Context: an optimization exercise on an open-source flow, tuned for small area and a short achievable clock period. The choices shown serve that exercise and are no tape-out recipe.
Only simulation tests tie the RTL to the original design; equivalence was not proved.

===== config.mk =====
export PLATFORM = sky130hd
export DESIGN_NAME = fsm_multiplier
export DESIGN_NICKNAME = fsm_multiplier
export VERILOG_FILES = /design/flow/design.v
export SDC_FILE = /design/flow/constraint.sdc
export NUM_CORES = 4
export LEC_CHECK = 0
export CAP_MARGIN = 20
export CORE_MARGIN = 2
export CORE_UTILIZATION = 65
export SLEW_MARGIN = 20
export SYNTH_HIERARCHICAL = 1

===== constraint.sdc =====
create_clock -name core_clock -period 22.0 [get_ports {clk}]
set_input_delay 4.4000 -clock core_clock [delete_from_list [all_inputs] [get_ports {clk}]]
set_output_delay 4.4000 -clock core_clock [all_outputs]
set_load 0.01 [all_outputs]

===== design.v =====
module dd_cell (input logic b, input logic m0, input logic m1, input logic m2, output logic n0, output logic n1, output logic n2, output logic c);
    logic w_new_n10, w_new_n11, w_new_n12, w_new_n14, w_new_n9;
    g_inv_1 u0 (.A(m2), .Y(w_new_n9));
    g_nor2_1 u1 (.A(m0), .B(b), .Y(w_new_n10));
    g_nor2_1 u2 (.A(w_new_n10), .B(w_new_n9), .Y(w_new_n11));
    g_nand2_1 u3 (.A(m0), .B(b), .Y(w_new_n12));
    g_o21ai_0 u4 (.A1(w_new_n12), .A2(m1), .B1(w_new_n11), .Y(n0));
    g_and2_0 u5 (.A(w_new_n10), .B(w_new_n9), .X(w_new_n14));
    g_nor2_1 u6 (.A(w_new_n14), .B(w_new_n11), .Y(n1));
    g_o21ai_0 u7 (.A1(m1), .A2(b), .B1(w_new_n12), .Y(n2));
    g_nor2_1 u8 (.A(w_new_n14), .B(m1), .Y(c));
endmodule
module dd_cell_nc (input logic b, input logic m0, input logic m1, input logic m2, output logic n0, output logic n1, output logic n2);
    logic w_new_n10, w_new_n11, w_new_n8, w_new_n9;
    g_inv_1 u0 (.A(m2), .Y(w_new_n8));
    g_nor2_1 u1 (.A(m0), .B(b), .Y(w_new_n9));
    g_nor2_1 u2 (.A(w_new_n9), .B(w_new_n8), .Y(w_new_n10));
    g_nand2_1 u3 (.A(m0), .B(b), .Y(w_new_n11));
    g_o21ai_0 u4 (.A1(w_new_n11), .A2(m1), .B1(w_new_n10), .Y(n0));
    g_xor2_1 u5 (.A(w_new_n9), .B(w_new_n8), .X(n1));
    g_o21ai_0 u6 (.A1(m1), .A2(b), .B1(w_new_n11), .Y(n2));
endmodule
module dd_cell_bn (input logic bn, input logic m0, input logic m1, input logic m2, output logic n0, output logic n1, output logic n2, output logic c);
    logic w_new_n10, w_new_n11, w_new_n12, w_new_n16, w_new_n9;
    g_inv_1 u0 (.A(bn), .Y(w_new_n9));
    g_and2_0 u1 (.A(m0), .B(w_new_n9), .X(w_new_n10));
    g_nor2_1 u2 (.A(m0), .B(w_new_n9), .Y(w_new_n11));
    g_nor2_1 u3 (.A(w_new_n11), .B(w_new_n10), .Y(w_new_n12));
    g_o21ai_0 u4 (.A1(w_new_n12), .A2(m1), .B1(m2), .Y(n0));
    g_xnor2_1 u5 (.A(w_new_n11), .B(m2), .Y(n1));
    g_o21bai_1 u6 (.A1(m1), .A2(w_new_n9), .B1_N(w_new_n10), .Y(n2));
    g_nor2_1 u7 (.A(m2), .B(w_new_n9), .Y(w_new_n16));
    g_nor2_1 u8 (.A(w_new_n16), .B(m1), .Y(c));
endmodule
module dd_first (input logic x0, input logic x1, input logic x2, output logic n0, output logic n1, output logic n2, output logic c);
    logic w_new_n8;
    g_nand2b_1 u0 (.A_N(x0), .B(x2), .Y(w_new_n8));
    g_nand2_1 u1 (.A(w_new_n8), .B(x1), .Y(n0));
    g_xor2_1 u2 (.A(w_new_n8), .B(x1), .X(n1));
    g_xor2_1 u3 (.A(x2), .B(x0), .X(n2));
    g_o21a_1 u4 (.A1(x1), .B1(x2), .A2(x0), .X(c));
endmodule
module dd_first_nc (input logic x0, input logic x1, input logic x2, output logic n0, output logic n1, output logic n2);
    logic w_new_n7;
    g_nand2b_1 u0 (.A_N(x0), .B(x2), .Y(w_new_n7));
    g_nand2_1 u1 (.A(w_new_n7), .B(x1), .Y(n0));
    g_xor2_1 u2 (.A(w_new_n7), .B(x1), .X(n1));
    g_xor2_1 u3 (.A(x2), .B(x0), .X(n2));
endmodule
module dd_first_n (input logic x0n, input logic x1n, input logic x2n, output logic n0, output logic n1, output logic n2, output logic c);
    logic w_new_n8, w_new_n9;
    g_inv_1 u0 (.A(x1n), .Y(w_new_n8));
    g_nand2b_1 u1 (.A_N(x2n), .B(x0n), .Y(w_new_n9));
    g_nand2_1 u2 (.A(w_new_n9), .B(w_new_n8), .Y(n0));
    g_xor2_1 u3 (.A(w_new_n9), .B(w_new_n8), .X(n1));
    g_xor2_1 u4 (.A(x2n), .B(x0n), .X(n2));
    g_a21oi_1 u5 (.A1(x1n), .B1(x2n), .A2(x0n), .Y(c));
endmodule
module dd_first_n_nc (input logic x0n, input logic x1n, input logic x2n, output logic n0, output logic n1, output logic n2);
    logic w_new_n7, w_new_n8;
    g_inv_1 u0 (.A(x1n), .Y(w_new_n7));
    g_nand2b_1 u1 (.A_N(x2n), .B(x0n), .Y(w_new_n8));
    g_nand2_1 u2 (.A(w_new_n8), .B(w_new_n7), .Y(n0));
    g_xor2_1 u3 (.A(w_new_n8), .B(w_new_n7), .X(n1));
    g_xor2_1 u4 (.A(x2n), .B(x0n), .X(n2));
endmodule
module dd_conv10 (
    input  logic [9:0] x,
    output logic [11:0] m,    
    output logic [3:0] b      
);
    logic [2:0] m1; logic c2;
    dd_first u_m1 (.x0(x[7]), .x1(x[8]), .x2(x[9]), .n0(m1[0]), .n1(m1[1]), .n2(m1[2]), .c(c2));
    logic [2:0] m3; logic c4;
    dd_cell u_m3 (.b(x[6]), .m0(m1[0]), .m1(m1[1]), .m2(m1[2]), .n0(m3[0]), .n1(m3[1]), .n2(m3[2]), .c(c4));
    logic [2:0] m5; logic c6;
    dd_cell u_m5 (.b(x[5]), .m0(m3[0]), .m1(m3[1]), .m2(m3[2]), .n0(m5[0]), .n1(m5[1]), .n2(m5[2]), .c(c6));
    logic [2:0] m7; logic c8;
    dd_cell u_m7 (.b(x[4]), .m0(m5[0]), .m1(m5[1]), .m2(m5[2]), .n0(m7[0]), .n1(m7[1]), .n2(m7[2]), .c(c8));
    logic [2:0] m9; logic c10;
    dd_first u_m9 (.x0(c6), .x1(c4), .x2(c2), .n0(m9[0]), .n1(m9[1]), .n2(m9[2]), .c(c10));
    logic [2:0] m11; logic c12;
    dd_cell u_m11 (.b(x[3]), .m0(m7[0]), .m1(m7[1]), .m2(m7[2]), .n0(m11[0]), .n1(m11[1]), .n2(m11[2]), .c(c12));
    logic [2:0] m13; logic c14;
    dd_cell u_m13 (.b(c8), .m0(m9[0]), .m1(m9[1]), .m2(m9[2]), .n0(m13[0]), .n1(m13[1]), .n2(m13[2]), .c(c14));
    logic [2:0] m15; logic c16;
    dd_cell u_m15 (.b(x[2]), .m0(m11[0]), .m1(m11[1]), .m2(m11[2]), .n0(m15[0]), .n1(m15[1]), .n2(m15[2]), .c(c16));
    logic [2:0] m17; logic c18;
    dd_cell u_m17 (.b(c12), .m0(m13[0]), .m1(m13[1]), .m2(m13[2]), .n0(m17[0]), .n1(m17[1]), .n2(m17[2]), .c(c18));
    logic [2:0] m19; logic c20;
    dd_cell u_m19 (.b(x[1]), .m0(m15[0]), .m1(m15[1]), .m2(m15[2]), .n0(m19[0]), .n1(m19[1]), .n2(m19[2]), .c(c20));
    logic [2:0] m21; logic c22;
    dd_cell u_m21 (.b(c16), .m0(m17[0]), .m1(m17[1]), .m2(m17[2]), .n0(m21[0]), .n1(m21[1]), .n2(m21[2]), .c(c22));
    logic [2:0] m23; logic c24;
    dd_first u_m23 (.x0(c18), .x1(c14), .x2(c10), .n0(m23[0]), .n1(m23[1]), .n2(m23[2]), .c(c24));
    assign m[2:0] = m19;
    assign b[0] = x[0];
    assign m[5:3] = m21;
    assign b[1] = c20;
    assign m[8:6] = m23;
    assign b[2] = c22;
    assign m[11:9] = 3'b011;
    assign b[3] = c24;
endmodule
module dd_conv16 (
    input  logic [15:0] x,
    output logic [11:0] m,    
    output logic [3:0] b      
);
    logic [2:0] m1; logic c2;
    dd_first u_m1 (.x0(x[13]), .x1(x[14]), .x2(x[15]), .n0(m1[0]), .n1(m1[1]), .n2(m1[2]), .c(c2));
    logic [2:0] m3; logic c4;
    dd_cell u_m3 (.b(x[12]), .m0(m1[0]), .m1(m1[1]), .m2(m1[2]), .n0(m3[0]), .n1(m3[1]), .n2(m3[2]), .c(c4));
    logic [2:0] m5; logic c6;
    dd_cell u_m5 (.b(x[11]), .m0(m3[0]), .m1(m3[1]), .m2(m3[2]), .n0(m5[0]), .n1(m5[1]), .n2(m5[2]), .c(c6));
    logic [2:0] m7; logic c8;
    dd_cell u_m7 (.b(x[10]), .m0(m5[0]), .m1(m5[1]), .m2(m5[2]), .n0(m7[0]), .n1(m7[1]), .n2(m7[2]), .c(c8));
    logic [2:0] m9; logic c10;
    dd_first u_m9 (.x0(c6), .x1(c4), .x2(c2), .n0(m9[0]), .n1(m9[1]), .n2(m9[2]), .c(c10));
    logic [2:0] m11; logic c12;
    dd_cell u_m11 (.b(x[9]), .m0(m7[0]), .m1(m7[1]), .m2(m7[2]), .n0(m11[0]), .n1(m11[1]), .n2(m11[2]), .c(c12));
    logic [2:0] m13; logic c14;
    dd_cell u_m13 (.b(c8), .m0(m9[0]), .m1(m9[1]), .m2(m9[2]), .n0(m13[0]), .n1(m13[1]), .n2(m13[2]), .c(c14));
    logic [2:0] m15; logic c16;
    dd_cell u_m15 (.b(x[8]), .m0(m11[0]), .m1(m11[1]), .m2(m11[2]), .n0(m15[0]), .n1(m15[1]), .n2(m15[2]), .c(c16));
    logic [2:0] m17; logic c18;
    dd_cell u_m17 (.b(c12), .m0(m13[0]), .m1(m13[1]), .m2(m13[2]), .n0(m17[0]), .n1(m17[1]), .n2(m17[2]), .c(c18));
    logic [2:0] m19; logic c20;
    dd_cell u_m19 (.b(x[7]), .m0(m15[0]), .m1(m15[1]), .m2(m15[2]), .n0(m19[0]), .n1(m19[1]), .n2(m19[2]), .c(c20));
    logic [2:0] m21; logic c22;
    dd_cell u_m21 (.b(c16), .m0(m17[0]), .m1(m17[1]), .m2(m17[2]), .n0(m21[0]), .n1(m21[1]), .n2(m21[2]), .c(c22));
    logic [2:0] m23; logic c24;
    dd_first u_m23 (.x0(c18), .x1(c14), .x2(c10), .n0(m23[0]), .n1(m23[1]), .n2(m23[2]), .c(c24));
    logic [2:0] m25; logic c26;
    dd_cell u_m25 (.b(x[6]), .m0(m19[0]), .m1(m19[1]), .m2(m19[2]), .n0(m25[0]), .n1(m25[1]), .n2(m25[2]), .c(c26));
    logic [2:0] m27; logic c28;
    dd_cell u_m27 (.b(c20), .m0(m21[0]), .m1(m21[1]), .m2(m21[2]), .n0(m27[0]), .n1(m27[1]), .n2(m27[2]), .c(c28));
    logic [2:0] m29; logic c30;
    dd_cell u_m29 (.b(c22), .m0(m23[0]), .m1(m23[1]), .m2(m23[2]), .n0(m29[0]), .n1(m29[1]), .n2(m29[2]), .c(c30));
    logic [2:0] m31; logic c32;
    dd_cell u_m31 (.b(x[5]), .m0(m25[0]), .m1(m25[1]), .m2(m25[2]), .n0(m31[0]), .n1(m31[1]), .n2(m31[2]), .c(c32));
    logic [2:0] m33; logic c34;
    dd_cell u_m33 (.b(c26), .m0(m27[0]), .m1(m27[1]), .m2(m27[2]), .n0(m33[0]), .n1(m33[1]), .n2(m33[2]), .c(c34));
    logic [2:0] m35; logic c36;
    dd_cell u_m35 (.b(c28), .m0(m29[0]), .m1(m29[1]), .m2(m29[2]), .n0(m35[0]), .n1(m35[1]), .n2(m35[2]), .c(c36));
    logic [2:0] m37; logic c38;
    dd_cell u_m37 (.b(x[4]), .m0(m31[0]), .m1(m31[1]), .m2(m31[2]), .n0(m37[0]), .n1(m37[1]), .n2(m37[2]), .c(c38));
    logic [2:0] m39; logic c40;
    dd_cell u_m39 (.b(c32), .m0(m33[0]), .m1(m33[1]), .m2(m33[2]), .n0(m39[0]), .n1(m39[1]), .n2(m39[2]), .c(c40));
    logic [2:0] m41; logic c42;
    dd_cell u_m41 (.b(c34), .m0(m35[0]), .m1(m35[1]), .m2(m35[2]), .n0(m41[0]), .n1(m41[1]), .n2(m41[2]), .c(c42));
    logic [2:0] m43;
    dd_first_nc u_m43 (.x0(c36), .x1(c30), .x2(c24), .n0(m43[0]), .n1(m43[1]), .n2(m43[2]));
    logic [2:0] m44; logic c45;
    dd_cell u_m44 (.b(x[3]), .m0(m37[0]), .m1(m37[1]), .m2(m37[2]), .n0(m44[0]), .n1(m44[1]), .n2(m44[2]), .c(c45));
    logic [2:0] m46; logic c47;
    dd_cell u_m46 (.b(c38), .m0(m39[0]), .m1(m39[1]), .m2(m39[2]), .n0(m46[0]), .n1(m46[1]), .n2(m46[2]), .c(c47));
    logic [2:0] m48; logic c49;
    dd_cell u_m48 (.b(c40), .m0(m41[0]), .m1(m41[1]), .m2(m41[2]), .n0(m48[0]), .n1(m48[1]), .n2(m48[2]), .c(c49));
    logic [2:0] m50;
    dd_cell_nc u_m50 (.b(c42), .m0(m43[0]), .m1(m43[1]), .m2(m43[2]), .n0(m50[0]), .n1(m50[1]), .n2(m50[2]));
    logic [2:0] m51; logic c52;
    dd_cell u_m51 (.b(x[2]), .m0(m44[0]), .m1(m44[1]), .m2(m44[2]), .n0(m51[0]), .n1(m51[1]), .n2(m51[2]), .c(c52));
    logic [2:0] m53; logic c54;
    dd_cell u_m53 (.b(c45), .m0(m46[0]), .m1(m46[1]), .m2(m46[2]), .n0(m53[0]), .n1(m53[1]), .n2(m53[2]), .c(c54));
    logic [2:0] m55; logic c56;
    dd_cell u_m55 (.b(c47), .m0(m48[0]), .m1(m48[1]), .m2(m48[2]), .n0(m55[0]), .n1(m55[1]), .n2(m55[2]), .c(c56));
    logic [2:0] m57;
    dd_cell_nc u_m57 (.b(c49), .m0(m50[0]), .m1(m50[1]), .m2(m50[2]), .n0(m57[0]), .n1(m57[1]), .n2(m57[2]));
    logic [2:0] m58; logic c59;
    dd_cell u_m58 (.b(x[1]), .m0(m51[0]), .m1(m51[1]), .m2(m51[2]), .n0(m58[0]), .n1(m58[1]), .n2(m58[2]), .c(c59));
    logic [2:0] m60; logic c61;
    dd_cell u_m60 (.b(c52), .m0(m53[0]), .m1(m53[1]), .m2(m53[2]), .n0(m60[0]), .n1(m60[1]), .n2(m60[2]), .c(c61));
    logic [2:0] m62; logic c63;
    dd_cell u_m62 (.b(c54), .m0(m55[0]), .m1(m55[1]), .m2(m55[2]), .n0(m62[0]), .n1(m62[1]), .n2(m62[2]), .c(c63));
    logic [2:0] m64;
    dd_cell_nc u_m64 (.b(c56), .m0(m57[0]), .m1(m57[1]), .m2(m57[2]), .n0(m64[0]), .n1(m64[1]), .n2(m64[2]));
    assign m[2:0] = m58;
    assign b[0] = x[0];
    assign m[5:3] = m60;
    assign b[1] = c59;
    assign m[8:6] = m62;
    assign b[2] = c61;
    assign m[11:9] = m64;
    assign b[3] = c63;
endmodule
module mul16 (
    input  logic [9:0]  a,
    input  logic        one,    
    input  logic [9:0]  b,
    output logic [15:0] p
);
    logic [9:0] an, bn;
    assign an[0] = ~(one | a[0]);
    assign an[9:1] = {9{one}} | ~a[9:1];
    assign bn = ~b;
    logic [9:0] pp [0:9];
    genvar gi, gj;
    generate for (gi = 0; gi < 10; gi = gi + 1) begin : g_pp
        for (gj = 0; gj < 10; gj = gj + 1) begin : g_ppj
            nor_cell u_pp (.a(an[gi]), .b(bn[gj]), .y(pp[gi][gj]));
        end
    end endgenerate
    logic s1, s2;
    ha_cell u_s1 (.a(pp[0][9]), .b(pp[1][8]), .s(s1), .co(s2));
    logic s3, s4;
    ha_cell u_s3 (.a(pp[1][9]), .b(pp[2][8]), .s(s3), .co(s4));
    logic s5, s6;
    ha_cell u_s5 (.a(pp[0][6]), .b(pp[1][5]), .s(s5), .co(s6));
    logic s7, s8;
    fa_cell u_s7 (.a(pp[0][7]), .b(pp[1][6]), .c(pp[2][5]), .s(s7), .co(s8));
    logic s9, s10;
    ha_cell u_s9 (.a(pp[3][4]), .b(pp[4][3]), .s(s9), .co(s10));
    logic s11, s12;
    fa_cell u_s11 (.a(pp[0][8]), .b(pp[1][7]), .c(pp[2][6]), .s(s11), .co(s12));
    logic s13, s14;
    fa_cell u_s13 (.a(pp[3][5]), .b(pp[4][4]), .c(pp[5][3]), .s(s13), .co(s14));
    logic s15, s16;
    ha_cell u_s15 (.a(pp[6][2]), .b(pp[7][1]), .s(s15), .co(s16));
    logic s17, s18;
    fa_cell u_s17 (.a(s1), .b(pp[2][7]), .c(pp[3][6]), .s(s17), .co(s18));
    logic s19, s20;
    fa_cell u_s19 (.a(pp[4][5]), .b(pp[5][4]), .c(pp[6][3]), .s(s19), .co(s20));
    logic s21, s22;
    fa_cell u_s21 (.a(pp[7][2]), .b(pp[8][1]), .c(pp[9][0]), .s(s21), .co(s22));
    logic s23, s24;
    fa_cell u_s23 (.a(s3), .b(pp[3][7]), .c(pp[4][6]), .s(s23), .co(s24));
    logic s25, s26;
    fa_cell u_s25 (.a(pp[5][5]), .b(pp[6][4]), .c(pp[7][3]), .s(s25), .co(s26));
    logic s27, s28;
    fa_cell u_s27 (.a(pp[8][2]), .b(pp[9][1]), .c(s2), .s(s27), .co(s28));
    logic s29, s30;
    fa_cell u_s29 (.a(pp[2][9]), .b(pp[3][8]), .c(pp[4][7]), .s(s29), .co(s30));
    logic s31, s32;
    fa_cell u_s31 (.a(pp[5][6]), .b(pp[6][5]), .c(pp[7][4]), .s(s31), .co(s32));
    logic s33, s34;
    fa_cell u_s33 (.a(pp[8][3]), .b(pp[9][2]), .c(s4), .s(s33), .co(s34));
    logic s35, s36;
    fa_cell u_s35 (.a(pp[3][9]), .b(pp[4][8]), .c(pp[5][7]), .s(s35), .co(s36));
    logic s37, s38;
    fa_cell u_s37 (.a(pp[6][6]), .b(pp[7][5]), .c(pp[8][4]), .s(s37), .co(s38));
    logic s39, s40;
    fa_cell u_s39 (.a(pp[4][9]), .b(pp[5][8]), .c(pp[6][7]), .s(s39), .co(s40));
    logic s41, s42;
    ha_cell u_s41 (.a(pp[0][4]), .b(pp[1][3]), .s(s41), .co(s42));
    logic s43, s44;
    fa_cell u_s43 (.a(pp[0][5]), .b(pp[1][4]), .c(pp[2][3]), .s(s43), .co(s44));
    logic s45, s46;
    ha_cell u_s45 (.a(pp[3][2]), .b(pp[4][1]), .s(s45), .co(s46));
    logic s47, s48;
    fa_cell u_s47 (.a(s5), .b(pp[2][4]), .c(pp[3][3]), .s(s47), .co(s48));
    logic s49, s50;
    fa_cell u_s49 (.a(pp[4][2]), .b(pp[5][1]), .c(pp[6][0]), .s(s49), .co(s50));
    logic s51, s52;
    fa_cell u_s51 (.a(s7), .b(s9), .c(pp[5][2]), .s(s51), .co(s52));
    logic s53, s54;
    fa_cell u_s53 (.a(pp[6][1]), .b(pp[7][0]), .c(s6), .s(s53), .co(s54));
    logic s55, s56;
    fa_cell u_s55 (.a(s11), .b(s13), .c(s15), .s(s55), .co(s56));
    logic s57, s58;
    fa_cell u_s57 (.a(pp[8][0]), .b(s8), .c(s10), .s(s57), .co(s58));
    logic s59, s60;
    fa_cell u_s59 (.a(s17), .b(s19), .c(s21), .s(s59), .co(s60));
    logic s61, s62;
    fa_cell u_s61 (.a(s12), .b(s14), .c(s16), .s(s61), .co(s62));
    logic s63, s64;
    fa_cell u_s63 (.a(s23), .b(s25), .c(s27), .s(s63), .co(s64));
    logic s65, s66;
    fa_cell u_s65 (.a(s18), .b(s20), .c(s22), .s(s65), .co(s66));
    logic s67, s68;
    fa_cell u_s67 (.a(s29), .b(s31), .c(s33), .s(s67), .co(s68));
    logic s69, s70;
    fa_cell u_s69 (.a(s24), .b(s26), .c(s28), .s(s69), .co(s70));
    logic s71, s72;
    fa_cell u_s71 (.a(s35), .b(s37), .c(pp[9][3]), .s(s71), .co(s72));
    logic s73, s74;
    fa_cell u_s73 (.a(s30), .b(s32), .c(s34), .s(s73), .co(s74));
    logic s75, s76;
    fa_cell u_s75 (.a(s39), .b(pp[7][6]), .c(pp[8][5]), .s(s75), .co(s76));
    logic s77, s78;
    fa_cell u_s77 (.a(pp[9][4]), .b(s36), .c(s38), .s(s77), .co(s78));
    logic s79, s80;
    fa_cell u_s79 (.a(pp[5][9]), .b(pp[6][8]), .c(pp[7][7]), .s(s79), .co(s80));
    logic s81, s82;
    fa_cell u_s81 (.a(pp[8][6]), .b(pp[9][5]), .c(s40), .s(s81), .co(s82));
    logic s83, s84;
    ha_cell u_s83 (.a(pp[0][3]), .b(pp[1][2]), .s(s83), .co(s84));
    logic s85, s86;
    fa_cell u_s85 (.a(s41), .b(pp[2][2]), .c(pp[3][1]), .s(s85), .co(s86));
    logic s87, s88;
    fa_cell u_s87 (.a(s43), .b(s45), .c(pp[5][0]), .s(s87), .co(s88));
    logic s89, s90;
    fa_cell u_s89 (.a(s47), .b(s49), .c(s44), .s(s89), .co(s90));
    logic s91, s92;
    fa_cell u_s91 (.a(s51), .b(s53), .c(s48), .s(s91), .co(s92));
    logic s93, s94;
    fa_cell u_s93 (.a(s55), .b(s57), .c(s52), .s(s93), .co(s94));
    logic s95, s96;
    fa_cell u_s95 (.a(s59), .b(s61), .c(s56), .s(s95), .co(s96));
    logic s97, s98;
    fa_cell u_s97 (.a(s63), .b(s65), .c(s60), .s(s97), .co(s98));
    logic s99, s100;
    fa_cell u_s99 (.a(s67), .b(s69), .c(s64), .s(s99), .co(s100));
    logic s101, s102;
    fa_cell u_s101 (.a(s71), .b(s73), .c(s68), .s(s101), .co(s102));
    logic s103, s104;
    fa_cell u_s103 (.a(s75), .b(s77), .c(s72), .s(s103), .co(s104));
    logic s105, s106;
    fa_cell u_s105 (.a(s79), .b(s81), .c(s76), .s(s105), .co(s106));
    logic s107, s108;
    ha_cell u_s107 (.a(pp[0][2]), .b(pp[1][1]), .s(s107), .co(s108));
    logic s109, s110;
    fa_cell u_s109 (.a(s83), .b(pp[2][1]), .c(pp[3][0]), .s(s109), .co(s110));
    logic s111, s112;
    fa_cell u_s111 (.a(s85), .b(pp[4][0]), .c(s84), .s(s111), .co(s112));
    logic s113, s114;
    fa_cell u_s113 (.a(s87), .b(s42), .c(s86), .s(s113), .co(s114));
    logic s115, s116;
    fa_cell u_s115 (.a(s89), .b(s46), .c(s88), .s(s115), .co(s116));
    logic s117, s118;
    fa_cell u_s117 (.a(s91), .b(s50), .c(s90), .s(s117), .co(s118));
    logic s119, s120;
    fa_cell u_s119 (.a(s93), .b(s54), .c(s92), .s(s119), .co(s120));
    logic s121, s122;
    fa_cell u_s121 (.a(s95), .b(s58), .c(s94), .s(s121), .co(s122));
    logic s123, s124;
    fa_cell u_s123 (.a(s97), .b(s62), .c(s96), .s(s123), .co(s124));
    logic s125, s126;
    fa_cell u_s125 (.a(s99), .b(s66), .c(s98), .s(s125), .co(s126));
    logic s127, s128;
    fa_cell u_s127 (.a(s101), .b(s70), .c(s100), .s(s127), .co(s128));
    logic s129, s130;
    fa_cell u_s129 (.a(s103), .b(s74), .c(s102), .s(s129), .co(s130));
    logic s131, s132;
    fa_cell u_s131 (.a(s105), .b(s78), .c(s104), .s(s131), .co(s132));
    logic s133, s134;
    ha_cell u_s133 (.a(pp[0][1]), .b(pp[1][0]), .s(s133), .co(s134));
    logic s135, s136;
    fa_cell u_s135 (.a(s107), .b(pp[2][0]), .c(s134), .s(s135), .co(s136));
    logic s137, s138;
    fa_cell u_s137 (.a(s109), .b(s108), .c(s136), .s(s137), .co(s138));
    logic s139, s140;
    fa_cell u_s139 (.a(s111), .b(s110), .c(s138), .s(s139), .co(s140));
    logic s141, s142;
    fa_cell u_s141 (.a(s113), .b(s112), .c(s140), .s(s141), .co(s142));
    logic s143, s144;
    fa_cell u_s143 (.a(s115), .b(s114), .c(s142), .s(s143), .co(s144));
    logic s145, s146;
    fa_cell u_s145 (.a(s117), .b(s116), .c(s144), .s(s145), .co(s146));
    logic s147, s148;
    fa_cell u_s147 (.a(s119), .b(s118), .c(s146), .s(s147), .co(s148));
    logic s149, s150;
    fa_cell u_s149 (.a(s121), .b(s120), .c(s148), .s(s149), .co(s150));
    logic s151, s152;
    fa_cell u_s151 (.a(s123), .b(s122), .c(s150), .s(s151), .co(s152));
    logic s153, s154;
    fa_cell u_s153 (.a(s125), .b(s124), .c(s152), .s(s153), .co(s154));
    logic s155, s156;
    fa_cell u_s155 (.a(s127), .b(s126), .c(s154), .s(s155), .co(s156));
    logic s157, s158;
    fa_cell u_s157 (.a(s129), .b(s128), .c(s156), .s(s157), .co(s158));
    logic s159, s160;
    fa_cell u_s159 (.a(s131), .b(s130), .c(s158), .s(s159), .co(s160));
    logic s161;
    xor_cell u_s161 (.a(pp[6][9]), .b(pp[7][8]), .y(s161));
    logic s162;
    xor_cell u_s162 (.a(s161), .b(pp[8][7]), .y(s162));
    logic s163;
    xor_cell u_s163 (.a(s162), .b(pp[9][6]), .y(s163));
    logic s164;
    xor_cell u_s164 (.a(s163), .b(s80), .y(s164));
    logic s165;
    xor_cell u_s165 (.a(s164), .b(s82), .y(s165));
    logic s166;
    xor_cell u_s166 (.a(s165), .b(s106), .y(s166));
    logic s167;
    xor_cell u_s167 (.a(s166), .b(s132), .y(s167));
    logic s168;
    xor_cell u_s168 (.a(s167), .b(s160), .y(s168));
    assign p[0] = pp[0][0];
    assign p[1] = s133;
    assign p[2] = s135;
    assign p[3] = s137;
    assign p[4] = s139;
    assign p[5] = s141;
    assign p[6] = s143;
    assign p[7] = s145;
    assign p[8] = s147;
    assign p[9] = s149;
    assign p[10] = s151;
    assign p[11] = s153;
    assign p[12] = s155;
    assign p[13] = s157;
    assign p[14] = s159;
    assign p[15] = s168;
endmodule
module fa_cell (input logic a, input logic b, input logic c, output logic s, output logic co);
    assign s = a ^ b ^ c;
    assign co = (a & b) | (a & c) | (b & c);
endmodule
module ha_cell (input logic a, input logic b, output logic s, output logic co);
    assign s = a ^ b;
    assign co = a & b;
endmodule
module nor_cell (input logic a, input logic b, output logic y);
    assign y = ~(a | b);
endmodule
module xor_cell (input logic a, input logic b, output logic y);
    assign y = a ^ b;
endmodule
module xnor_cell (input logic a, input logic b, output logic y);
    assign y = ~(a ^ b);
endmodule
module seven_seg_display_driver (input logic b, input logic m0, input logic m1, input logic m2, output logic s0, output logic s1, output logic s2, output logic s3, output logic s4, output logic s5, output logic s6);
    logic w_new_n12, w_new_n14, w_new_n16, w_new_n18, w_new_n19, w_new_n22;
    g_xor2_1 u0 (.A(m1), .B(b), .X(w_new_n12));
    g_nor2_1 u1 (.A(w_new_n12), .B(m2), .Y(s0));
    g_xnor2_1 u2 (.A(m2), .B(b), .Y(w_new_n14));
    g_nor2_1 u3 (.A(w_new_n14), .B(m0), .Y(s1));
    g_inv_1 u4 (.A(b), .Y(w_new_n16));
    g_and3_1 u5 (.A(m2), .B(m1), .C(w_new_n16), .X(s2));
    g_inv_1 u6 (.A(m0), .Y(w_new_n18));
    g_nand3_1 u7 (.A(m2), .B(w_new_n18), .C(b), .Y(w_new_n19));
    g_o21ai_0 u8 (.A1(w_new_n12), .A2(m2), .B1(w_new_n19), .Y(s3));
    g_o21ai_0 u9 (.A1(m2), .A2(m1), .B1(w_new_n16), .Y(s4));
    g_o21ai_0 u10 (.A1(m2), .A2(b), .B1(m1), .Y(w_new_n22));
    g_nand2_1 u11 (.A(w_new_n22), .B(w_new_n19), .Y(s5));
    g_o21ai_0 u12 (.A1(m2), .A2(w_new_n18), .B1(w_new_n19), .Y(s6));
endmodule
module g_inv_1 (input logic A, output logic Y);
    assign Y = (~A);
endmodule
module g_nor2_1 (input logic A, input logic B, output logic Y);
    assign Y = (~A&~B);
endmodule
module g_nand2_1 (input logic A, input logic B, output logic Y);
    assign Y = (~A) | (~B);
endmodule
module g_o21ai_0 (input logic A1, input logic A2, input logic B1, output logic Y);
    assign Y = (~A1&~A2) | (~B1);
endmodule
module g_and2_0 (input logic A, input logic B, output logic X);
    assign X = (A&B);
endmodule
module g_xor2_1 (input logic A, input logic B, output logic X);
    assign X = (A&~B) | (~A&B);
endmodule
module g_xnor2_1 (input logic A, input logic B, output logic Y);
    assign Y = (~A&~B) | (A&B);
endmodule
module g_o21bai_1 (input logic A1, input logic A2, input logic B1_N, output logic Y);
    assign Y = (~A1&~A2) | (B1_N);
endmodule
module g_nand2b_1 (input logic A_N, input logic B, input logic A, input logic C, output logic Y);
    assign Y = (A_N) | (~B);
endmodule
module g_o21a_1 (input logic A1, input logic A2, input logic B1, output logic X);
    assign X = (A1&B1) | (A2&B1);
endmodule
module g_a21oi_1 (input logic A1, input logic A2, input logic B1, output logic Y);
    assign Y = (~A1&~B1) | (~A2&~B1);
endmodule
module g_and3_1 (input logic A, input logic B, input logic C, output logic X);
    assign X = (A&B&C);
endmodule
module g_nand3_1 (input logic A, input logic B, input logic C, output logic Y);
    assign Y = (~A) | (~B) | (~C);
endmodule
module fsm_multiplier (
    input wire clk,
    input wire k0,
    input wire k1,
    input wire [9:0] switches,
    output wire [6:0] disp0,
    output wire [6:0] disp1,
    output wire [6:0] disp2,
    output wire [6:0] disp3,
    output reg [9:0] leds
);
    localparam logic [1:0] IDLE = 2'd0, FIRST_NUM = 2'd1, NEXT_NUM = 2'd2, ERROR = 2'd3;
    logic [1:0] pr_state;
    logic prev_k0, prev_k1, k0pressed, k1pressed;
    logic [15:0] num;
    wire is_idle  = ~pr_state[1] & ~pr_state[0];
    wire is_first = ~pr_state[1] &  pr_state[0];
    wire is_next  =  pr_state[1] & ~pr_state[0];
    wire is_err   =  pr_state[1] &  pr_state[0];
    wire [15:0] r = num;
    wire over = r[15] | r[14] | (r[13] & (r[12] | r[11] | (r[10] & r[9] & r[8] & (r[7] | r[6] | r[5] | r[4]))));
    wire [15:0] prod;
    mul16 u_mul (.a(num[9:0]), .one(is_idle), .b(switches), .p(prod));
    always_ff @(posedge clk) begin
        k0pressed <= prev_k0 & ~k0;
        k1pressed <= prev_k1 & ~k1;
        prev_k0 <= k0;
        prev_k1 <= k1;
        if (k1pressed)                          pr_state <= IDLE;
        else if (is_idle & k0pressed)           pr_state <= FIRST_NUM;
        else if (is_first & k0pressed)          pr_state <= NEXT_NUM;
        else if (is_next & over)                pr_state <= ERROR;
        if (is_idle | (is_first & k0pressed)) num <= prod;
    end
    wire idle_or_err;
    xnor_cell u_led0 (.a(pr_state[1]), .b(pr_state[0]), .y(idle_or_err));
    always_comb begin
        leds[0] = idle_or_err;
        leds[1] = pr_state[0];
        leds[2] = pr_state[1];
        leds[9:3] = {7{is_err}};
    end
    wire [11:0] m_sw, m_pr;
    wire [3:0]  b_sw, b_pr;
    dd_conv10 u_dsw (.x(switches), .m(m_sw), .b(b_sw));
    dd_conv16 u_dpr (.x(num), .m(m_pr), .b(b_pr));
    wire [11:0] m_swx = {3'b011, m_sw[8:0]};
    wire [11:0] m = is_err ? {4{3'b011}} : (is_next ? m_pr : m_swx);
    wire [3:0]  b = is_err ? 4'b0000 : (is_next ? b_pr : b_sw);
    seven_seg_display_driver hex0 (.b(b[0]), .m0(m[0]),  .m1(m[1]),  .m2(m[2]),  .s0(disp0[0]), .s1(disp0[1]), .s2(disp0[2]), .s3(disp0[3]), .s4(disp0[4]), .s5(disp0[5]), .s6(disp0[6]));
    seven_seg_display_driver hex1 (.b(b[1]), .m0(m[3]),  .m1(m[4]),  .m2(m[5]),  .s0(disp1[0]), .s1(disp1[1]), .s2(disp1[2]), .s3(disp1[3]), .s4(disp1[4]), .s5(disp1[5]), .s6(disp1[6]));
    seven_seg_display_driver hex2 (.b(b[2]), .m0(m[6]),  .m1(m[7]),  .m2(m[8]),  .s0(disp2[0]), .s1(disp2[1]), .s2(disp2[2]), .s3(disp2[3]), .s4(disp2[4]), .s5(disp2[5]), .s6(disp2[6]));
    seven_seg_display_driver hex3 (.b(b[3]), .m0(m[9]),  .m1(m[10]), .m2(m[11]), .s0(disp3[0]), .s1(disp3[1]), .s2(disp3[2]), .s3(disp3[3]), .s4(disp3[4]), .s5(disp3[5]), .s6(disp3[6]));
endmodule

===== standard.sh =====
#!/bin/bash
# synth_recipe.tcl (not shown) runs the flow's synth.tcl, then flattens the netlist and writes it again
# the make line also repeats each setting of config.mk as NAME=value (left out here)
make -C /OpenROAD-flow-scripts/flow DESIGN_CONFIG=/design/flow/config.mk WORK_HOME=/design/flow/orfs CLKGATE_MAP_FILE= SYNTH_SCRIPT=/design/flow/synth_recipe.tcl "${@:-finish}"

===== flow/run.sh =====
#!/bin/bash
set -euo pipefail
export BUFFER_PORTS_ARGS="-buffer_cell sky130_fd_sc_hd__buf_2"
export SETUP_SLACK_MARGIN=9.5
bash standard.sh > standard.log 2>&1

==> impl_results.md, run 1 <==
- Top-Level Pins: 51
- Post-cts sizing count: 0
- Gate Count Post-Synth: 738
- Most common cell after layout, fill and taps aside: nor2_1
- HP Class: reg2reg
- Crit path capture type: output port
- Area growth syn-to-layout: 3.817%
- Port-buffer cells: 50
- Pin count of the biggest net entering global routing: 23
- Root buffer cell: clkbuf_8
- Crit start category: primary input
- Max-capacitance violation count: 0
- Vias in the first global route: 4551
- Post-synthesis net count: 831
- First-pass GRT wire length: 18.84 mm
- Final Wtd Congestion: 0.8649
- PnR worst setup slack: 10000 ps
- Ys Warns: 9
- ANT cells: 0
- Clk slew on worst S/H paths: 80 ps
- Clk sinks: 22
- Worst slack at placement: 9792 ps
- Final period util: 54.55%
- Initial antenna violation count: 0
- Most frequent cells in the layout: nor2_1 (256), o21ai_1 (99), fa_1 (70), inv_1 (65), nand2_1 (57)
- Final Instance Count excl. Fillers: 860
- Row count: 32
- Post-route ant nets: 0
- Worst endpoint data arrival time: 7600 ps
- Placed cell count: 856
- Detailed Route Iter0 Violations: 253
- Post-CTS Setup Bufs: 0
- Clock tree buffer depth: 2
- Worst endpoint required time: 17600 ps
- Core region area: 7727 um^2
- Achievable Freq: 83.33 MHz
- R2R Setup Slk: 13920 ps
- Share of layout cells above drive strength 1: 7.388%
- Pins Over Slew Limit: 0
- Synth Cell Area: 5179 um^2
- Hold slack: 431.7 ps
- H-tree depth: 1
- WL final: 10.85 mm
- Dpl hpwl: 8.968 mm
- First-pass DRT Iterations: 6
- GRT Util Overall: 26.85%
- Die Area: 8697 um^2
- Tmin final: 12000 ps
- Worst-Skew Late Latency: 270 ps
- # nets final: 852
- Grt total ovfl: 0
- CTS tree: done
- Fin Setup TNS: 0 ps
- Starting Density: 67.02%
- WL per Instance: 12.61 um
- Final Hold Fails: 0
- Vias per cell: 5.449
- Worst-path maximum fanout: 8
- Slew margin rel.: 46.86%
- DP Area: 5310 um^2
- RSZ-0062 raised after global routing: no
- Via count: 4686
- Critical path class: in2out
- Post-layout util: 69.58%
- Worst Max-Slew Pin Slew: 788.8 ps
- Outcome: timing/DRC/antenna clean
- Avg Inst Size Synth: 7.017 um^2
- DRC Markers: 0
- Design Area, Final: 5376 um^2
- Final setup viols: 0
- Hold buffer count at CTS: 0
- CTS buffer count: 3
- Die width: 93.26 um
- Worst Skew: 7.766 ps
- Die Y: 93.26 um
[final timing paths]
path              cells after the start   startpoint     endpoint
hold reg to reg                       1    k1pressed  pr_state[0]
setup / recovery                     21  switches[7]     disp2[6]
setup reg to reg                     18  pr_state[1]      num[15]
hold / removal                        1    k1pressed  pr_state[0]
[layout make-up]
class,instances,area [um^2]
Multi-Input combinational cell,616,4080
Fill cell,671,2351
Sequential cell,22,600.6
Timing Repair Buffer,51,257.7
Inverter,65,244.0
Tap cell,102,127.6
Clock buffer,4,66.31
[registers in the layout (all words and copies together), names as in the netlist]
register	flops
prev_k1	1
k1pressed	1
num	16
pr_state	2
prev_k0	1
k0pressed	1
[worst max-delay path: stages]
cell and delay [ps]:
buf_2 120, nand2b_1 160, xor2_1 170, o21ai_1 200, nor2_1 80, and2_1 170
nor2_1 180, nand2b_1 180, nand2_1 80, nor2_1 130, nor2_1 70, o21ai_1 100
nor2_1 70, and2_1 170, nor2_1 200, xor2_1 190, inv_1 60, o21ai_1 410
nand3_1 200, o21ai_1 110, buf_2 150
[per-layer routing]
layer	share of wire, %	vias to the layer above	GRT usage [%]
li1	-	2353	-
met1	45	2203	34.26
met2	49	109	48.56
met3	4.3	21	1.853
met4	2.4	0	8.578
met5	0	-	0
==> run 2, diff against run 1 <==
==> flow/run.sh (replaced) <==
#!/bin/bash
set -euo pipefail
export BUFFER_PORTS_ARGS="-buffer_cell sky130_fd_sc_hd__buf_2"
export SETUP_SLACK_MARGIN=10.5
bash standard.sh > standard.log 2>&1
==> run 2 against run 1 <==
- still clean on timing, DRC and antenna
- sequential share of layout area is 1.1 points lower
- synthesized area unchanged
- global-route usage grew 1.5 points
- die area unchanged
- non-clock buffer count grew 22
==> impl_results.md, run 2 <==
- Final setup viols: 0 (unchanged)
- Outcome: timing/DRC/antenna clean (unchanged)
- Vias per cell: 5.671 (was 5.449)
- First-pass GRT wire length: 20.00 mm (was 18.84 mm)
- Detailed Route Iter0 Violations: 281 (was 253)
- Root buffer cell: clkbuf_8 (unchanged)
- Tmin final: 11990 ps (was 12000 ps)
- Max reg flops: 16 (unchanged)
- FF-to-FF Start: pr_state[1] (unchanged)
- Layout filler cell count: 562 (was 671)
- R2R Setup Slk: 13460 ps (was 13920 ps)
- Die Area: 8697 um^2 (unchanged)
- Via count: 5002 (was 4686)
- Worst endpoint required time: 17600 ps (about the same)
- Clk sinks: 22 (unchanged)
- Crit start category: primary input (unchanged)
- WL final: 13.02 mm (was 10.85 mm)
- Most frequent CP cell: nor2_4 (was nor2_1)
- Critical path class: in2out (unchanged)
- GRT Util Overall: 28.39% (was 26.85%)
- Most frequent cells in the layout: nor2_1 (229), o21ai_1 (81), fa_1 (70), inv_1 (62), nand2_1 (52) (was nor2_1 (256), o21ai_1 (99), fa_1 (70), inv_1 (65), nand2_1 (57))
- Die width: 93.26 um (unchanged)
- Core region area: 7727 um^2 (unchanged)
- Pins Over Slew Limit: 0 (unchanged)
- Hold path start: prev_k1 (was k1pressed)
- Max incr delay on CP: 260 ps (was 410 ps)
- Final period util: 54.49% (was 54.55%)
- Share of layout cells above drive strength 1: 19.36% (was 7.388%)
- Die Y: 93.26 um (unchanged)
- RSZ-0062 raised after global routing: yes (was no)
- Max-capacitance violation count: 0 (unchanged)
- Ys Warns: 9 (unchanged)
- Grt total ovfl: 0 (unchanged)
- Hold path cells: 1 (unchanged)
- Pin count of the biggest net entering global routing: 23 (unchanged)
- Worst Skew: 10.53 ps (was 7.766 ps)
- Final Hold Fails: 0 (unchanged)
- Gate Count Post-Synth: 738 (unchanged)
- Post-route ant nets: 0 (unchanged)
- Fin Setup TNS: 0 ps (unchanged)
- Achievable Freq: 83.43 MHz (was 83.33 MHz)
- Row count: 32 (unchanged)
- Post-synthesis net count: 831 (unchanged)
- Hold Crit Endpoint: k1pressed (was pr_state[0])
- Clock tree buffer depth: 2 (unchanged)
- WL per Instance: 14.76 um (was 12.61 um)
- Worst-path maximum fanout: 4 (was 8)
- Synth Cell Area: 5179 um^2 (unchanged)
- ANT cells: 0 (unchanged)
- # nets final: 874 (was 852)
- Worst Max-Slew Pin Slew: 1176 ps (was 788.8 ps)
- Worst endpoint data arrival time: 7590 ps (was 7600 ps)
- H-tree depth: 1 (unchanged)
- Biggest register: num (unchanged)
- Crit path capture type: output port (unchanged)
- Worst r2r dst: num[15] (unchanged)
- Avg Inst Size Synth: 7.017 um^2 (unchanged)
- Crit-path cells: buf_8 > nand2b_4 > nand2_4 > nor2_4 > nor2_4 > o21ai_2 > nor2_2 > nor2_1 > o21ai_1 > nor2_1 > nor2_1 > o21ai_1 > nor2_1 > and2_4 > nor2_4 > nor2_4 > and2_4 > nor2_4 > nand2b_4 > xor2_2 > o22a_1 > xor2_2 > nor2_2 > buf_2 (was buf_2 > nand2b_1 > xor2_1 > o21ai_1 > nor2_1 > and2_1 > nor2_1 > nand2b_1 > nand2_1 > nor2_1 > nor2_1 > o21ai_1 > nor2_1 > and2_1 > nor2_1 > xor2_1 > inv_1 > o21ai_1 > nand3_1 > o21ai_1 > buf_2)
- DRC Markers: 0 (unchanged)
- CTS tree: done (unchanged)
- Most common cell after layout, fill and taps aside: nor2_1 (unchanged)
- Vias in the first global route: 4634 (was 4551)
- Slew margin rel.: 21.51% (was 46.86%)
- Area growth syn-to-layout: 14.67% (was 3.817%)
- First-pass DRT Iterations: 7 (was 6)
- Hold buffer count at CTS: 0 (unchanged)
- HP Class: reg2reg (unchanged)
- Final Wtd Congestion: 0.8581 (was 0.8649)
- Hold slack: 451.0 ps (was 431.7 ps)
- Clk slew on worst S/H paths: 90 ps (was 80 ps)
- Slowest CP cell: o22a_1 (was o21ai_1)
- Largest regs: num: 16 flops, pr_state: 2 flops (unchanged)
- Initial antenna violation count: 0 (unchanged)
- Port-buffer cells: 50 (unchanged)
- Worst-Skew Late Latency: 260 ps (was 270 ps)
- Top-Level Pins: 51 (unchanged)
- Logic depth of the worst register-to-register path: 18 (unchanged)
- Starting Density: 67.02% (unchanged)
- CTS buffer count: 3 (unchanged)
- Dpl hpwl: 8.873 mm (was 8.968 mm)
[run 2: cell count changes in the layout (fill, tap and decap cells not counted), moves of 5 or more]
cell     delta
and2_1      -7
and2_4      +6
buf_4      +18
buf_6       +7
nand2_1     -5
nor2_1     -27
nor2_2     +16
nor2_4     +11
o21ai_1    -18
o21ai_2    +14
o21ai_4     +5
[run 2: routing by layer]
layer	up-vias	track usage (%)	part of all wire, %
li1	2379	-	-
met3	50	2.176	5.8
met5	-	0	0
met4	0	7.598	3.8
met2	211	51.86	51
met1	2362	36.29	40
[run 2: cell type report]
| cell class | instances | area, um^2 | share of cell area [%] |
|---|---|---|---|
| multi-input combinational | 616 | 4444 | 74.84 |
| sequential | 22 | 600.6 | 10.11 |
| timing repair buffer | 73 | 466.7 | 7.859 |
| inverter | 65 | 244.0 | 4.109 |
| tap | 102 | 127.6 | 2.149 |
| clock buffer | 4 | 55.05 | 0.9271 |
[run 2: through the flow]
| step | std cells | util (%) | setup slack (ps) | instance area [um^2] |
|---|---|---|---|---|
| 6_report | 882 | 76.85 | 10010 | 5938 |
| 2_1_floorplan | 738 | - | 10540 | 5179 |
| 3_3_place_gp | 856 | 68.72 | 10170 | 5310 |
| 4_1_cts | 875 | 73.35 | 10340 | 5668 |
| 3_5_place_dp | 856 | 68.72 | 9878 | 5310 |
| 5_1_grt | 882 | 76.85 | 9774 | 5938 |
[run 2: worst max-delay path, delay by kind of cell]
kind | cells | cell delay, ps
simple gates | 16 | 2030
buf+inv | 2 | 240
compound gates | 4 | 580
xor+xnor | 2 | 320
[run 2: what timing repair did]
action | CTS | global route
buffers inserted | 15 | 7
setup endpoints to repair | 28 | 28
gates resized for setup | 50 | 58
endpoints found under the hold margin | 0 | 0
pin swaps | 18 | 32
[run 2: worst max-delay path by stage]
stage / endpoint / cells after the start / from / slack, ps
6_report: disp2[0] / 24 / switches[7] / 10010
2_1_floorplan: disp1[3] / 22 / switches[7] / 10540
4_1_cts: disp1[3] / 25 / switches[7] / 10340
3_5_place_dp: disp1[3] / 25 / switches[7] / 9880
5_1_grt: disp2[3] / 26 / switches[7] / 9770
3_3_place_gp: disp1[6] / 24 / switches[7] / 10170
==> run 3, diff against run 2 <==
--- a/design.v
+++ b/design.v
@@ -64,44 +64,6 @@
     g_xor2_1 u3 (.A(w_new_n8), .B(w_new_n7), .X(n1));
     g_xor2_1 u4 (.A(x2n), .B(x0n), .X(n2));
 endmodule
-module dd_conv10 (
-    input  logic [9:0] x,
-    output logic [11:0] m,    
-    output logic [3:0] b      
-);
-    logic [2:0] m1; logic c2;
-    dd_first u_m1 (.x0(x[7]), .x1(x[8]), .x2(x[9]), .n0(m1[0]), .n1(m1[1]), .n2(m1[2]), .c(c2));
-    logic [2:0] m3; logic c4;
-    dd_cell u_m3 (.b(x[6]), .m0(m1[0]), .m1(m1[1]), .m2(m1[2]), .n0(m3[0]), .n1(m3[1]), .n2(m3[2]), .c(c4));
-    logic [2:0] m5; logic c6;
-    dd_cell u_m5 (.b(x[5]), .m0(m3[0]), .m1(m3[1]), .m2(m3[2]), .n0(m5[0]), .n1(m5[1]), .n2(m5[2]), .c(c6));
-    logic [2:0] m7; logic c8;
-    dd_cell u_m7 (.b(x[4]), .m0(m5[0]), .m1(m5[1]), .m2(m5[2]), .n0(m7[0]), .n1(m7[1]), .n2(m7[2]), .c(c8));
-    logic [2:0] m9; logic c10;
-    dd_first u_m9 (.x0(c6), .x1(c4), .x2(c2), .n0(m9[0]), .n1(m9[1]), .n2(m9[2]), .c(c10));
-    logic [2:0] m11; logic c12;
-    dd_cell u_m11 (.b(x[3]), .m0(m7[0]), .m1(m7[1]), .m2(m7[2]), .n0(m11[0]), .n1(m11[1]), .n2(m11[2]), .c(c12));
-    logic [2:0] m13; logic c14;
-    dd_cell u_m13 (.b(c8), .m0(m9[0]), .m1(m9[1]), .m2(m9[2]), .n0(m13[0]), .n1(m13[1]), .n2(m13[2]), .c(c14));
-    logic [2:0] m15; logic c16;
-    dd_cell u_m15 (.b(x[2]), .m0(m11[0]), .m1(m11[1]), .m2(m11[2]), .n0(m15[0]), .n1(m15[1]), .n2(m15[2]), .c(c16));
-    logic [2:0] m17; logic c18;
-    dd_cell u_m17 (.b(c12), .m0(m13[0]), .m1(m13[1]), .m2(m13[2]), .n0(m17[0]), .n1(m17[1]), .n2(m17[2]), .c(c18));
-    logic [2:0] m19; logic c20;
-    dd_cell u_m19 (.b(x[1]), .m0(m15[0]), .m1(m15[1]), .m2(m15[2]), .n0(m19[0]), .n1(m19[1]), .n2(m19[2]), .c(c20));
-    logic [2:0] m21; logic c22;
-    dd_cell u_m21 (.b(c16), .m0(m17[0]), .m1(m17[1]), .m2(m17[2]), .n0(m21[0]), .n1(m21[1]), .n2(m21[2]), .c(c22));
-    logic [2:0] m23; logic c24;
-    dd_first u_m23 (.x0(c18), .x1(c14), .x2(c10), .n0(m23[0]), .n1(m23[1]), .n2(m23[2]), .c(c24));
-    assign m[2:0] = m19;
-    assign b[0] = x[0];
-    assign m[5:3] = m21;
-    assign b[1] = c20;
-    assign m[8:6] = m23;
-    assign b[2] = c22;
-    assign m[11:9] = 3'b011;
-    assign b[3] = c24;
-endmodule
 module dd_conv16 (
     input  logic [15:0] x,
     output logic [11:0] m,    
@@ -508,13 +470,11 @@
         leds[2] = pr_state[1];
         leds[9:3] = {7{is_err}};
     end
-    wire [11:0] m_sw, m_pr;
-    wire [3:0]  b_sw, b_pr;
-    dd_conv10 u_dsw (.x(switches), .m(m_sw), .b(b_sw));
-    dd_conv16 u_dpr (.x(num), .m(m_pr), .b(b_pr));
-    wire [11:0] m_swx = {3'b011, m_sw[8:0]};
-    wire [11:0] m = is_err ? {4{3'b011}} : (is_next ? m_pr : m_swx);
-    wire [3:0]  b = is_err ? 4'b0000 : (is_next ? b_pr : b_sw);
+    wire sel_sw = ~pr_state[1];
+    wire [15:0] x = ({16{is_next}} & num) | {6'd0, {10{sel_sw}} & switches};
+    wire [11:0] m;
+    wire [3:0]  b;
+    dd_conv16 u_dd (.x(x), .m(m), .b(b));
     seven_seg_display_driver hex0 (.b(b[0]), .m0(m[0]),  .m1(m[1]),  .m2(m[2]),  .s0(disp0[0]), .s1(disp0[1]), .s2(disp0[2]), .s3(disp0[3]), .s4(disp0[4]), .s5(disp0[5]), .s6(disp0[6]));
     seven_seg_display_driver hex1 (.b(b[1]), .m0(m[3]),  .m1(m[4]),  .m2(m[5]),  .s0(disp1[0]), .s1(disp1[1]), .s2(disp1[2]), .s3(disp1[3]), .s4(disp1[4]), .s5(disp1[5]), .s6(disp1[6]));
     seven_seg_display_driver hex2 (.b(b[2]), .m0(m[6]),  .m1(m[7]),  .m2(m[8]),  .s0(disp2[0]), .s1(disp2[1]), .s2(disp2[2]), .s3(disp2[3]), .s4(disp2[4]), .s5(disp2[5]), .s6(disp2[6]));
==> flow/run.sh (replaced) <==
#!/bin/bash
set -euo pipefail
export BUFFER_PORTS_ARGS="-buffer_cell sky130_fd_sc_hd__buf_2"
export SETUP_SLACK_MARGIN=9.5
bash standard.sh > standard.log 2>&1
==> run 3 against run 2 <==
- global-route usage is 1.2 points lower
- setup slack worse by 660 ps
- sequential share of layout area up 0.51 points
- design area down 4.8%
- count of clock-buffer cells in the layout unchanged
- critical endpoint is now disp2[3]
- highest routed layer unchanged
==> impl_results.md, run 3 <==
- Slew margin rel.: 39.61% (was 21.51%)
- Avg Inst Size Synth: 7.348 um^2 (was 7.017 um^2)
- Biggest register: num (unchanged)
- Port-buffer cells: 50 (unchanged)
- CTS buffer count: 3 (unchanged)
- CP Buf/Inv Count: 3 (was 2)
- Ys Warns: 9 (unchanged)
- DP Area: 4880 um^2 (was 5310 um^2)
- Yosys reg bits: 22
- ANT cells: 0 (unchanged)
- Die width: 89.26 um (was 93.26 um)
- Pins Over Slew Limit: 0 (unchanged)
- Top_reg_cell synth: edfxtp_1
- Largest regs: num: 16 flops, pr_state: 2 flops (unchanged)
- Vias per cell: 5.544 (was 5.671)
- Gate Count Post-Synth: 643 (was 738)
- First-pass GRT wire length: 16.88 mm (was 20.00 mm)
- Max-capacitance violation count: 0 (unchanged)
- Most frequent CP cell: nor2_1 (was nor2_4)
- Row count: 31 (was 32)
- Detailed Route Iter0 Violations: 168 (was 281)
- GR Layer Usage met3: 2.031% (was 2.176%)
- Most frequent cells in the layout: nor2_1 (146), fa_1 (70), inv_1 (56), o21ai_1 (51), buf_2 (47) (was nor2_1 (229), o21ai_1 (81), fa_1 (70), inv_1 (62), nand2_1 (52))
- Worst-path maximum fanout: 5 (was 4)
- Crit path capture type: output port (unchanged)
- Area growth syn-to-layout: 19.70% (was 14.67%)
- WL per Instance: 14.81 um (was 14.76 um)
- Grt met1 use: 32.83% (was 36.29%)
- H-tree depth: 1 (unchanged)
- HP Class: reg2reg (unchanged)
- Achievable Freq: 79.08 MHz (was 83.43 MHz)
- Met2 global-route usage: 51.85% (was 51.86%)
- Synth area leaders: fa_1 (30%), nor2_1 (18%), edfxtp_1 (10%)
- Final period util: 57.48% (was 54.49%)
- Most common cell in the netlist: nor2_1
- Worst endpoint data arrival time: 8250 ps (was 7590 ps)
- First-pass DRT Iterations: 4 (was 7)
- Family with the most delay on the worst path: simple AND/OR/NAND/NOR gates (unchanged)
- Post-route ant nets: 0 (unchanged)
- WL final: 11.49 mm (was 13.02 mm)
- GRT Util Overall: 27.18% (was 28.39%)
- Synth top cells by count: nor2_1 (221), o21ai_1 (76), fa_1 (70)
- Clk sinks: 22 (unchanged)
- Unique masters post-synth: 27
- Core region area: 7137 um^2 (was 7727 um^2)
- Max reg flops: 16 (unchanged)
- Tmin final: 12650 ps (was 11990 ps)
- Worst-Skew Late Latency: 270 ps (was 260 ps)
- Dpl hpwl: 8.271 mm (was 8.873 mm)
- Synth Cell Area: 4725 um^2 (was 5179 um^2)
- Share of the synthesized area in the top cell type: 29.66%
- Post-synthesis net count: 736 (was 831)
- Initial antenna violation count: 0 (unchanged)
- Top-Level Pins: 51 (unchanged)
- Post-synth EDFFs: 16
- Sequential area share after synthesis: 12.71%
- Clk slew on worst S/H paths: 80 ps (was 90 ps)
- Fin Setup TNS: 0 ps (unchanged)
- Via count: 4302 (was 5002)
- Die Area: 7966 um^2 (was 8697 um^2)
- Pin count of the biggest net entering global routing: 19 (was 23)
- Grt total ovfl: 0 (unchanged)
- Crit start category: primary input (unchanged)
- Slowest CP cell: nor2_1 (was o22a_1)
- Max incr delay on CP: 210 ps (was 260 ps)
- Final Hold Fails: 0 (unchanged)
- Worst Skew: 7.576 ps (was 10.53 ps)
- Most common cell after layout, fill and taps aside: nor2_1 (unchanged)
- Final setup viols: 0 (unchanged)
- Asr flop ratio synth: 0%
- # nets final: 771 (was 874)
- Critical path class: in2out (unchanged)
- Vias in the first global route: 3923 (was 4634)
- Design Area, Final: 5655 um^2 (was 5938 um^2)
- Final Wtd Congestion: 0.8736 (was 0.8581)
- Clock tree buffer depth: 2 (unchanged)
- Starting Density: 66.20% (was 67.02%)
- Outcome: timing/DRC/antenna clean (unchanged)
- Worst Max-Slew Pin Slew: 896.4 ps (was 1176 ps)
- DRC Markers: 0 (unchanged)
- RSZ-0062 raised after global routing: yes (unchanged)
- CTS tree: done (unchanged)
- Die Y: 89.26 um (was 93.26 um)
- Share of layout cells above drive strength 1: 31.17% (was 19.36%)
- Post-synth top area cell: fa_1
- Placed cell count: 763 (was 856)
- Worst endpoint required time: 17600 ps (about the same)
- Final Instance Count excl. Fillers: 776 (was 882)
- Gr busiest metal: met2 (unchanged)
- Root buffer cell: clkbuf_8 (unchanged)
[run 3: what timing repair did]
item / 4_1_cts / 5_1_grt
hold buffers: 0 / 0
endpoints found under the setup margin: 25 / 28
buffers inserted: 3 / 6
gates cloned: 0 / 0
gates resized for setup: 25 / 160
pin swaps: 7 / 72
[run 3: metal layers]
layer,vias up,part of all wire (%)
met5,-,0
met4,0,1.8
met3,18,2.8
met2,96,54
met1,2121,41
li1,2067,-
[run 3: path summary, 6_finish.rpt]
path,start,cells after the start,end,slack (ps)
max,switches[9],33,disp2[3],9350
min,k1pressed,1,pr_state[0],430
max reg2reg,pr_state[1],18,num[15],13800
min reg2reg,k1pressed,1,pr_state[0],430
[run 3: through the flow]
| step | worst slack [ps] | utilization [%] | hold WS [ps] |
|---|---|---|---|
| floorplan | 9877 | - | 411.1 |
| global placement | 9403 | 68.37 | 419.2 |
| CTS | 9485 | 70.62 | 434.8 |
| detailed placement | 9197 | 68.37 | 421.2 |
| global route | 9008 | 79.24 | 452.8 |
| finish | 9355 | 79.24 | 433.9 |
[run 3: cell families (layout without fill, tap and decap cells)]
family / Yosys count / in the layout / share of synthesized area [%]
DFF: 22 / 22 / 12.71
and+or+nand+nor: 330 / 330 / 29.58
buffers and inverters: 89 / 123 / 9.481
adders and majority gates: 80 / 80 / 32.31
AOI/OAI and AO/OA: 93 / 93 / 10.54
xor gates and xnor gates: 29 / 29 / 5.376
[run 3: area by class of cell]
class / instances / area (um^2)
clock buffers: 4 / 66.31
fillers: 513 / 1481
inverters: 59 / 224.0
multi-input cells: 532 / 4289
flip-flops and latches: 22 / 600.6
well taps: 99 / 123.9
repair buffers: 60 / 351.6
[run 3: worst reg2reg max path, stage by stage (launching register included)]
cell and delay (ps):
dfxtp_1 850, nor2_1 300, nor2_1 700, nor2_1 110
ha_1 350, fa_1 510, fa_1 510, fa_1 460
fa_1 410, fa_1 390, fa_1 410, fa_1 400
fa_1 400, fa_1 400, fa_1 400, fa_1 420
fa_1 390, fa_1 380, xor2_1 170
[run 3: Yosys stat by module, one instance, submodules excluded, excerpt]
module	cells	copies in the design	cell area (um^2)
xor_cell	1	8	8.758
ha_cell	1	10	12.51
g_o21ai_0	1	76	5.005
fa_cell	1	70	20.02
mul16	36	1	217.7
g_nand3_1	1	4	5.005
fsm_multiplier	85	1	967.2
g_nor2_1	1	122	3.754
g_xnor2_1	1	4	8.758

==> afterwards: timing with drivers on the ports <==
In the flow no input, the clock included, has a driving cell. The finished layouts below were timed again as built, in two steps. Step 1, drivers: a clkbuf_16 drives clk and a buf_2 each remaining input, both assumed. Step 2 also shifts input and output timing later by t, the mid clock arrival at the registers, as if the neighbouring blocks saw the same clock. a / b / c = no drivers / after step 1 / after step 2; a / b = the first two.
| run | t, ns | slack for setup (ns) | latest minus earliest clock arrival (ns) | slew at the worst register clock pin (ns) | cell pins on the clock port's net |
|---|---|---|---|---|---|
| run 1 | 0.301 | 10.000 / 9.982 / 9.982 | 0.008 / 0.008 | 0.08 / 0.08 | 1 |
| run 2 | 0.284 | 10.013 / 9.975 / 9.975 | 0.010 / 0.011 | 0.09 / 0.09 | 1 |
| run 3 | 0.293 | 9.355 / 9.287 / 9.287 | 0.008 / 0.007 | 0.08 / 0.08 | 1 |
After both steps setup and hold are still met in every run listed. The setup slack of run 3, which loses most, moves by -0.068 ns with the drivers and by -0.068 ns with both steps.
